This is an optimization exercise on Yosys and OpenROAD, whose aim is small area, not a production implementation. RTL that was checked went through simulation tests only; none was proved equivalent to the original. The flow treats the clock pin as an ideal source, which a real chip does not have. Power is estimated from default activity; no workload was simulated.

lane 1:
Design Digital_Clock, start of the top module:
module Digital_Clock(
    input clk,  
    input reset,
    input IO_BTN_C,IO_BTN_U, IO_BTN_L, IO_BTN_R, IO_BTN_D,  
    input [0:0] IO_SWITCH, 
    output [6:0] IO_SSEG, output [3:0] IO_SSEG_SEL,  
    output [0:0] IO_LED,  
    output change_time,
    output alarm,
    output reg speaker,
    output led_reset
    );
    assign led_reset = 1;
    reg [3:0] counter;           
    reg [5:0] Seconds;           
    reg [5:0] Minutes;           
    reg [4:0] Hours;             
    reg [5:0] Minutes_other;     
    reg [4:0] Hours_other;
    reg current_bit;
    reg set_ct, set_al;          
    reg c_prev;                  
    reg AMPM, AM_PM;
    assign IO_LED[0] = AM_PM;
    wire clock_mode = ~set_ct & ~set_al;
    assign change_time = c_prev ? set_al : set_ct;
    assign alarm = c_prev ? clock_mode : set_al;
    wire sec60   = Seconds[5] & ~Seconds[4] & ~Seconds[2] & ~Seconds[1] & ~Seconds[0];
    wire cnt11   = counter[3] & counter[1] & counter[0];
    wire cnt_ge2 = counter[3] | counter[2] | counter[1];
    wire wrap    = clock_mode ? cnt11 : cnt_ge2;
    wire step    = ~clock_mode & cnt_ge2;
    wire [10:0] s_next;
    hm_unit shown_u(.m(Minutes), .h(Hours), .carry_in(sec60),
        .st(step), .bit_h(current_bit), .up(IO_BTN_U), .down(IO_BTN_D), .o(s_next));
    wire o_m60 = Minutes_other[5] & Minutes_other[4] & Minutes_other[3] & Minutes_other[2];
  ...
For scale: about 24 I/O pins, ~2900 µm² of cells after synthesis.
==> module sevseg, before the edit <==
module sevseg (
    input clk,
    input reset,
    input [3:0] digit,             
    output [1:0] digit_sel,        
    output [3:0] IO_SSEG_SEL,      
    output [6:0] IO_SSEG           
    );
    localparam [3:0] BLANK = 4'd12;    
    localparam [3:0] ALL_ON = 4'd15;   
    reg [1:0] nd;       
    reg half;           
    reg [3:0] hold;     
    reg [3:0] st0, st2;
    reg [2:0] st1;
    reg [1:0] st3;
    reg [3:0] code;     
    assign digit_sel = nd;
    wire [1:0] prev = nd - 2'd1;
    wire blank = code[3] & code[2] & ~code[1];    
    assign IO_SSEG_SEL = blank ? 4'b1111 : ~(4'b0001 << prev);
    reg [3:0] stored;
    always @(*) begin
        case (nd)
            2'd0: stored = st0;
            2'd1: stored = (st1 == 3'b111) ? ALL_ON : {1'b0, st1};
            2'd2: stored = st2;
            default: stored = (st3 == 2'b11) ? ALL_ON : {2'b00, st3};
        endcase
    end
    always @(posedge clk) begin
        if (reset) begin
            nd <= 0;
            half <= 0;
            hold <= ALL_ON;
            st0 <= 4'd0;
            st1 <= 3'b111;
            st2 <= ALL_ON;
            st3 <= 2'b11;
            code <= BLANK;
        end else begin
            half <= ~half;
            if (!half) nd <= nd + 2'd1;
            code <= hold;
            hold <= stored;
            case (nd)
                2'd0: st0 <= digit;
                2'd1: st1 <= digit[2:0];
                2'd2: st2 <= digit;
                default: st3 <= digit[1:0];
            endcase
        end
    end
    assign IO_SSEG[0] = (~code[3] & ~code[2] & ~code[1] & code[0]) | (code[2] & ~code[1] & ~code[0]);
    assign IO_SSEG[1] = (code[3] & code[2] & ~code[1]) | (code[2] & ~code[1] & code[0]) | (code[2] & code[1] & ~code[0]);
    assign IO_SSEG[2] = (code[3] & code[2] & ~code[1]) | (~code[2] & code[1] & ~code[0]);
    assign IO_SSEG[3] = (~code[3] & code[2] & code[1] & code[0]) | (~code[2] & ~code[1] & code[0]) | (code[2] & ~code[1] & ~code[0]);
    assign IO_SSEG[4] = (~code[3] & code[0]) | (~code[2] & code[0]) | (code[2] & ~code[1]);
    assign IO_SSEG[5] = (~code[3] & ~code[2] & code[0]) | (~code[3] & code[1] & code[0]) | (code[3] & code[2] & ~code[1]) | (~code[2] & code[1]);
    assign IO_SSEG[6] = (~code[3] & ~code[2] & ~code[1]) | (~code[3] & code[2] & code[1] & code[0]) | (code[3] & code[2] & ~code[1]);
endmodule
clock: 10.0 ns
lec_check: 0
abc_area: 1
cap_margin: 20
core_margin: 2
core_utilization: 65
slew_margin: 20
standard.sh (not shown) runs the stock make flow with config.mk's settings and CLKGATE_MAP_FILE= SYNTH_SCRIPT=/design/flow/synth_recipe.tcl, a recipe that flattens the netlist after the stock synthesis.
==> flow/flow/run.sh <==
#!/bin/bash
# Layout flow: the standard flow (standard.sh / ORFS) with
#  - synthesis: the standard flow's synthesis script with an area-oriented ABC mapping
#    script (flow/abc_map.script) and no adder-cell mapping;
#  - port buffers of the smallest buffer cell;
#  - clock buffering by flow/pre_cts.tcl (a root clock buffer driving four
#    clock buffers, each driving a quarter of the flip-flops) instead of
#    TritonCTS's tree.
# Each tool's output goes to its own log in this folder.
set -euo pipefail
HERE=$(pwd)
export FLOW_ABC_SCRIPT=$HERE/flow/abc_map.script
MK=(make -C "$FLOW_HOME" DESIGN_CONFIG="$FLOW_CONFIG" WORK_HOME="$HERE/orfs" CLKGATE_MAP_FILE=
    SYNTH_SCRIPT="$HERE/flow/synth.tcl" ADDER_MAP_FILE=
    "BUFFER_PORTS_ARGS=-buffer_cell sky130_fd_sc_hd__buf_1"
    "CTS_ARGS=-clk_nets clk -sink_clustering_enable -dont_use_dummy_load -buf_list sky130_fd_sc_hd__clkbuf_8"
    PRE_CTS_TCL="$HERE/flow/pre_cts.tcl")
export FLOW_CLOCK_BUFFER=sky130_fd_sc_hd__clkbuf_8
export FLOW_CLOCK_ROOT_BUFFER=sky130_fd_sc_hd__clkbuf_2
"${MK[@]}" synth > "$HERE/log_synth.log" 2>&1
"${MK[@]}" finish > "$HERE/log_finish.log" 2>&1
R=$HERE/orfs/results/$FLOW_PLATFORM/Digital_Clock/base
: # left out here: write the final layout as DEF
Other scripts of this flow, unchanged in this note and not shown: flow/flow/abc_map.script, flow/flow/pre_cts.tcl, flow/flow/synth.tcl
## Diff of input files: lane 2 against lane 1
--- a/flow/design.v
+++ b/flow/design.v
@@ -15,13 +15,13 @@
     reg [3:0] st0, st2;
     reg [2:0] st1;
     reg [1:0] st3;
     reg [3:0] code;     
     assign digit_sel = nd;
     wire [1:0] prev = nd - 2'd1;
-    wire blank = code[3] & code[2] & ~code[1];    
+    wire blank = (code == BLANK);
     assign IO_SSEG_SEL = blank ? 4'b1111 : ~(4'b0001 << prev);
     reg [3:0] stored;
     always @(*) begin
         case (nd)
             2'd0: stored = st0;
             2'd1: stored = (st1 == 3'b111) ? ALL_ON : {1'b0, st1};
@@ -49,19 +49,19 @@
                 2'd1: st1 <= digit[2:0];
                 2'd2: st2 <= digit;
                 default: st3 <= digit[1:0];
             endcase
         end
     end
-    assign IO_SSEG[0] = (~code[3] & ~code[2] & ~code[1] & code[0]) | (code[2] & ~code[1] & ~code[0]);
-    assign IO_SSEG[1] = (code[3] & code[2] & ~code[1]) | (code[2] & ~code[1] & code[0]) | (code[2] & code[1] & ~code[0]);
-    assign IO_SSEG[2] = (code[3] & code[2] & ~code[1]) | (~code[2] & code[1] & ~code[0]);
-    assign IO_SSEG[3] = (~code[3] & code[2] & code[1] & code[0]) | (~code[2] & ~code[1] & code[0]) | (code[2] & ~code[1] & ~code[0]);
-    assign IO_SSEG[4] = (~code[3] & code[0]) | (~code[2] & code[0]) | (code[2] & ~code[1]);
-    assign IO_SSEG[5] = (~code[3] & ~code[2] & code[0]) | (~code[3] & code[1] & code[0]) | (code[3] & code[2] & ~code[1]) | (~code[2] & code[1]);
-    assign IO_SSEG[6] = (~code[3] & ~code[2] & ~code[1]) | (~code[3] & code[2] & code[1] & code[0]) | (code[3] & code[2] & ~code[1]);
+    assign IO_SSEG[0] = (code == 4'd1) | (code == 4'd4) | (code == 4'd12);
+    assign IO_SSEG[1] = (code == 4'd5) | (code == 4'd6) | (code == 4'd12);
+    assign IO_SSEG[2] = (code == 4'd2) | (code == 4'd12);
+    assign IO_SSEG[3] = (code == 4'd1) | (code == 4'd4) | (code == 4'd7) | (code == 4'd9) | (code == 4'd12);
+    assign IO_SSEG[4] = (code == 4'd1) | (code == 4'd3) | (code == 4'd4) | (code == 4'd5) | (code == 4'd7) | (code == 4'd9) | (code == 4'd12);
+    assign IO_SSEG[5] = (code == 4'd1) | (code == 4'd2) | (code == 4'd3) | (code == 4'd7) | (code == 4'd12);
+    assign IO_SSEG[6] = (code == 4'd0) | (code == 4'd1) | (code == 4'd7) | (code == 4'd12);
 endmodule
 `timescale 1ns / 1ps
 module Digital_Clock(
     input clk,  
     input reset,
     input IO_BTN_C,IO_BTN_U, IO_BTN_L, IO_BTN_R, IO_BTN_D,  
Between lane 1 and lane 2, largest net degree at the start of global routing decreased.
Per the comparison of lane 2 with lane 1, internal power grew by 5.3%; hold slack picked up an extra 0.010 ns.
Looking at global-route usage across lane 1 and lane 2, the one that comes out higher is lane 1.
Compared with lane 1, lane 2 shows area after synthesis higher by 1.2%.
Taking lane 1 as the reference, in lane 2 post-route worst setup slack went up by 0.15 ns, HPWL after detailed placement went up by about 2.7%, switching share of power went up by 2.7 points, weighted congestion reported at the end of routability-driven placement went up by 0.13.


Digital_Clock, a different RTL version from the one above (not shown whole).
For scale: ~24 I/O pins.
// Digital_Clock
module Digital_Clock(
    input clk,  
    input reset,
    input IO_BTN_C,IO_BTN_U, IO_BTN_L, IO_BTN_R, IO_BTN_D,  
    input [0:0] IO_SWITCH, 
    output [6:0] IO_SSEG, output [3:0] IO_SSEG_SEL,  
    output [0:0] IO_LED,  
    output change_time,
    output alarm,
    output reg speaker,
    output led_reset
    );
==> module Digital_Clock, before the edit <==
module Digital_Clock(
    input clk,  
    input reset,
    input IO_BTN_C,IO_BTN_U, IO_BTN_L, IO_BTN_R, IO_BTN_D,  
    input [0:0] IO_SWITCH, 
    output [6:0] IO_SSEG, output [3:0] IO_SSEG_SEL,  
    output [0:0] IO_LED,  
    output change_time,
    output alarm,
    output reg speaker,
    output led_reset
    );
    assign led_reset = 1;
    reg [1:0] cnt_hi;            
    reg [1:0] cnt_lo;            
    reg [5:0] Seconds;           
    reg [5:0] Minutes;           
    reg [4:0] Hours;             
    reg [5:0] Minutes_other;     
    reg [4:0] Hours_other;
    reg current_bit;
    reg set_ct, set_al;          
    reg c_prev;                  
    reg AMPM, AM_PM;
    assign IO_LED[0] = AM_PM;
    wire clock_mode = ~set_ct & ~set_al;
    assign change_time = c_prev ? set_al : set_ct;
    assign alarm = c_prev ? clock_mode : set_al;
    wire sec60   = Seconds[5] & ~Seconds[4] & ~Seconds[2] & ~Seconds[1] & ~Seconds[0];
    wire lo2     = cnt_lo[1];
    wire cnt11   = cnt_hi[1] & cnt_hi[0] & lo2;
    wire cnt_ge2 = cnt_hi[1] | cnt_hi[0] | lo2;
    wire wrap    = clock_mode ? cnt11 : cnt_ge2;
    wire step    = ~clock_mode & cnt_ge2;
    wire [10:0] s_next;
    hm_unit shown_u(.m(Minutes), .h(Hours), .carry_in(sec60),
        .st(step), .bit_h(current_bit), .up(IO_BTN_U), .down(IO_BTN_D), .o(s_next));
    wire o_m60 = Minutes_other[5] & Minutes_other[4] & Minutes_other[3] & Minutes_other[2];
    wire o_h24 = Hours_other[4] & Hours_other[3];
    wire [5:0] o_m_next = o_m60 ? 6'd0 : Minutes_other;
    wire [4:0] o_h_next = o_h24 ? 5'd0 : o_m60 ? Hours_other + 5'd1 : Hours_other;
    wire swap = IO_BTN_C & ~clock_mode;    
    wire [1:0] digit_sel;
    wire [5:0] s_m = Minutes;
    wire [4:0] s_h = Hours;
    wire pm = (s_h >= 5'd12);
    reg [4:0] h_disp;
    always @(*) begin
        if (AMPM)                 h_disp = s_h;            
        else if (s_h == 5'd0)     h_disp = 5'd12;          
        else if (s_h > 5'd12)     h_disp = s_h - 5'd12;
        else                      h_disp = s_h;
    end
    wire [5:0] value = digit_sel[1] ? {1'b0, h_disp} : s_m;
    wire [2:0] tens = value / 10;
    wire [3:0] ones = value % 10;
    wire [3:0] digit = digit_sel[0] ? {1'b0, tens} : ones;
    sevseg display(.clk(clk), .reset(reset), .digit(digit),
        .digit_sel(digit_sel), .IO_SSEG_SEL(IO_SSEG_SEL), .IO_SSEG(IO_SSEG));
    always @(posedge clk) begin
        if (reset) begin
            cnt_hi <= 0;
            cnt_lo <= 0;
            Seconds <= 0;
            Minutes <= 0;
            Hours <= 0;
            Minutes_other <= 1;
            Hours_other <= 0;
            current_bit <= 0;
            set_ct <= 1;
            set_al <= 0;
            c_prev <= 1;
            AMPM <= 0;
            AM_PM <= 0;
            speaker <= 0;
        end else begin
            if (wrap) begin
                cnt_hi <= 0;
                cnt_lo <= 0;
            end else if (lo2) begin
                cnt_hi <= cnt_hi + 2'd1;
                cnt_lo <= 0;
            end else
                cnt_lo <= cnt_lo + 2'd1;
            if (sec60)
                Seconds <= 0;
            else if (clock_mode & cnt11)
                Seconds <= {Seconds[4:0], ~(Seconds[5] ^ Seconds[4])};
            else if (clock_mode & IO_BTN_C)
                Seconds <= 0;
            if (swap) begin
                {Minutes, Hours} <= {o_m_next, o_h_next};
                {Minutes_other, Hours_other} <= s_next;
            end else begin
                {Minutes, Hours} <= s_next;
                {Minutes_other, Hours_other} <= {o_m_next, o_h_next};
            end
            if (clock_mode & IO_BTN_C)
                current_bit <= 0;
            else if (step & (IO_BTN_L | IO_BTN_R))
                current_bit <= ~current_bit;
            if (IO_BTN_C) begin
                set_ct <= clock_mode;
                set_al <= set_ct;
            end
            c_prev <= IO_BTN_C;
            if (clock_mode)
                speaker <= ({Hours, Minutes} == {Hours_other, Minutes_other});
            AMPM <= IO_SWITCH[0];
            AM_PM <= ~AMPM & pm;
        end
    end
endmodule
==> flow/config.mk <==
export PLATFORM = sky130hd
export DESIGN_NAME = Digital_Clock
export DESIGN_NICKNAME = Digital_Clock
export VERILOG_FILES = /design/flow/design.v
export SDC_FILE = /design/flow/constraint.sdc
export NUM_CORES = 4
export LEC_CHECK = 0
export ABC_AREA = 1
export CAP_MARGIN = 20
export CORE_MARGIN = 2
export CORE_UTILIZATION = 65
export SLEW_MARGIN = 20
==> flow/constraint.sdc <==
create_clock -name core_clock -period 10.0 [get_ports {clk}]
set_input_delay 2.0000 -clock core_clock [delete_from_list [all_inputs] [get_ports {clk}]]
set_output_delay 2.0000 -clock core_clock [all_outputs]
set_load 0.01 [all_outputs]
Scripts as last shown in full above: flow/flow/run.sh
Other scripts of this flow, unchanged in this note and not shown: flow/flow/abc_map.script, flow/flow/pre_cts.tcl, flow/flow/synth.tcl
Then changed:
--- a/flow/design.v
+++ b/flow/design.v
@@ -76,10 +76,9 @@
     output reg speaker,
     output led_reset
     );
     assign led_reset = 1;
-    reg [1:0] cnt_hi;            
-    reg [1:0] cnt_lo;            
+    reg [3:0] counter;           
     reg [5:0] Seconds;           
     reg [5:0] Minutes;           
     reg [4:0] Hours;             
     reg [5:0] Minutes_other;     
@@ -92,11 +91,10 @@
     wire clock_mode = ~set_ct & ~set_al;
     assign change_time = c_prev ? set_al : set_ct;
     assign alarm = c_prev ? clock_mode : set_al;
     wire sec60   = Seconds[5] & ~Seconds[4] & ~Seconds[2] & ~Seconds[1] & ~Seconds[0];
-    wire lo2     = cnt_lo[1];
-    wire cnt11   = cnt_hi[1] & cnt_hi[0] & lo2;
-    wire cnt_ge2 = cnt_hi[1] | cnt_hi[0] | lo2;
+    wire cnt11   = counter[3] & counter[1] & counter[0];
+    wire cnt_ge2 = counter[3] | counter[2] | counter[1];
     wire wrap    = clock_mode ? cnt11 : cnt_ge2;
     wire step    = ~clock_mode & cnt_ge2;
     wire [10:0] s_next;
     hm_unit shown_u(.m(Minutes), .h(Hours), .carry_in(sec60),
@@ -124,10 +122,9 @@
     sevseg display(.clk(clk), .reset(reset), .digit(digit),
         .digit_sel(digit_sel), .IO_SSEG_SEL(IO_SSEG_SEL), .IO_SSEG(IO_SSEG));
     always @(posedge clk) begin
         if (reset) begin
-            cnt_hi <= 0;
-            cnt_lo <= 0;
+            counter <= 0;
             Seconds <= 0;
             Minutes <= 0;
             Hours <= 0;
             Minutes_other <= 1;
@@ -139,16 +136,9 @@
             AMPM <= 0;
             AM_PM <= 0;
             speaker <= 0;
         end else begin
-            if (wrap) begin
-                cnt_hi <= 0;
-                cnt_lo <= 0;
-            end else if (lo2) begin
-                cnt_hi <= cnt_hi + 2'd1;
-                cnt_lo <= 0;
-            end else
-                cnt_lo <= cnt_lo + 2'd1;
+            counter <= wrap ? 4'd0 : counter + 4'd1;
             if (sec60)
                 Seconds <= 0;
             else if (clock_mode & cnt11)
                 Seconds <= {Seconds[4:0], ~(Seconds[5] ^ Seconds[4])};
Result: Area after synthesis shrinks slightly. Wire length drops by a few percent. Clock power hardly moves. Total power came out higher slightly. Critical path depth increases by 8. Utilization decreases by 0.38 points. Final area is lower slightly. Register-to-register slack got worse by 0.40 ns. Setup slack gets better by 0.16 ns. Via count came out lower by a few percent.
Function not checked in the first run of this note: the RTL went through the layout flow alone.

==> static timing again, ports no longer ideal <==
How much do the figures lean on ideal ports? The routed layouts below were timed once more, with nothing changed but the port constraints.
Step 1 (the two cells are an assumption about what drives the block):
set clk [get_ports {clk}]
set_driving_cell -lib_cell sky130_fd_sc_hd__clkbuf_16 $clk
set_driving_cell -lib_cell sky130_fd_sc_hd__buf_2 [delete_from_list [all_inputs] $clk]
Step 2, shift: input delay + t, output delay - t, t = (earliest + latest rising clock arrival at the registers) / 2. This alone moves slack from input paths to output paths.
Three values: ideal, step 1, step 2; two values: the first two.
| run | t, ns | setup slack, ns | clock arrival spread, ns | worst data-port slew with drivers (ns) | cell pins on the clock port's net |
|---|---|---|---|---|---|
| lane 1 | 0.437 | 6.010 / 5.985 / 5.926 | 0.016 / 0.016 | 0.03 | 1 |
| lane 2 | 0.454 | 6.162 / 6.135 / 5.724 | 0.007 / 0.006 | 0.03 | 1 |
| the first run of note 2 | 0.482 | 5.501 / 5.475 / 5.957 | 0.016 / 0.016 | 0.03 | 1 |
| the second run of note 2 | 0.457 | 5.656 / 5.656 / 5.656 | 0.010 / 0.010 | 0.03 | 1 |
After both steps setup and hold are still met in every run listed. The setup slack of lane 2, which loses most, moves by -0.027 ns with the drivers and by -0.438 ns with both steps.
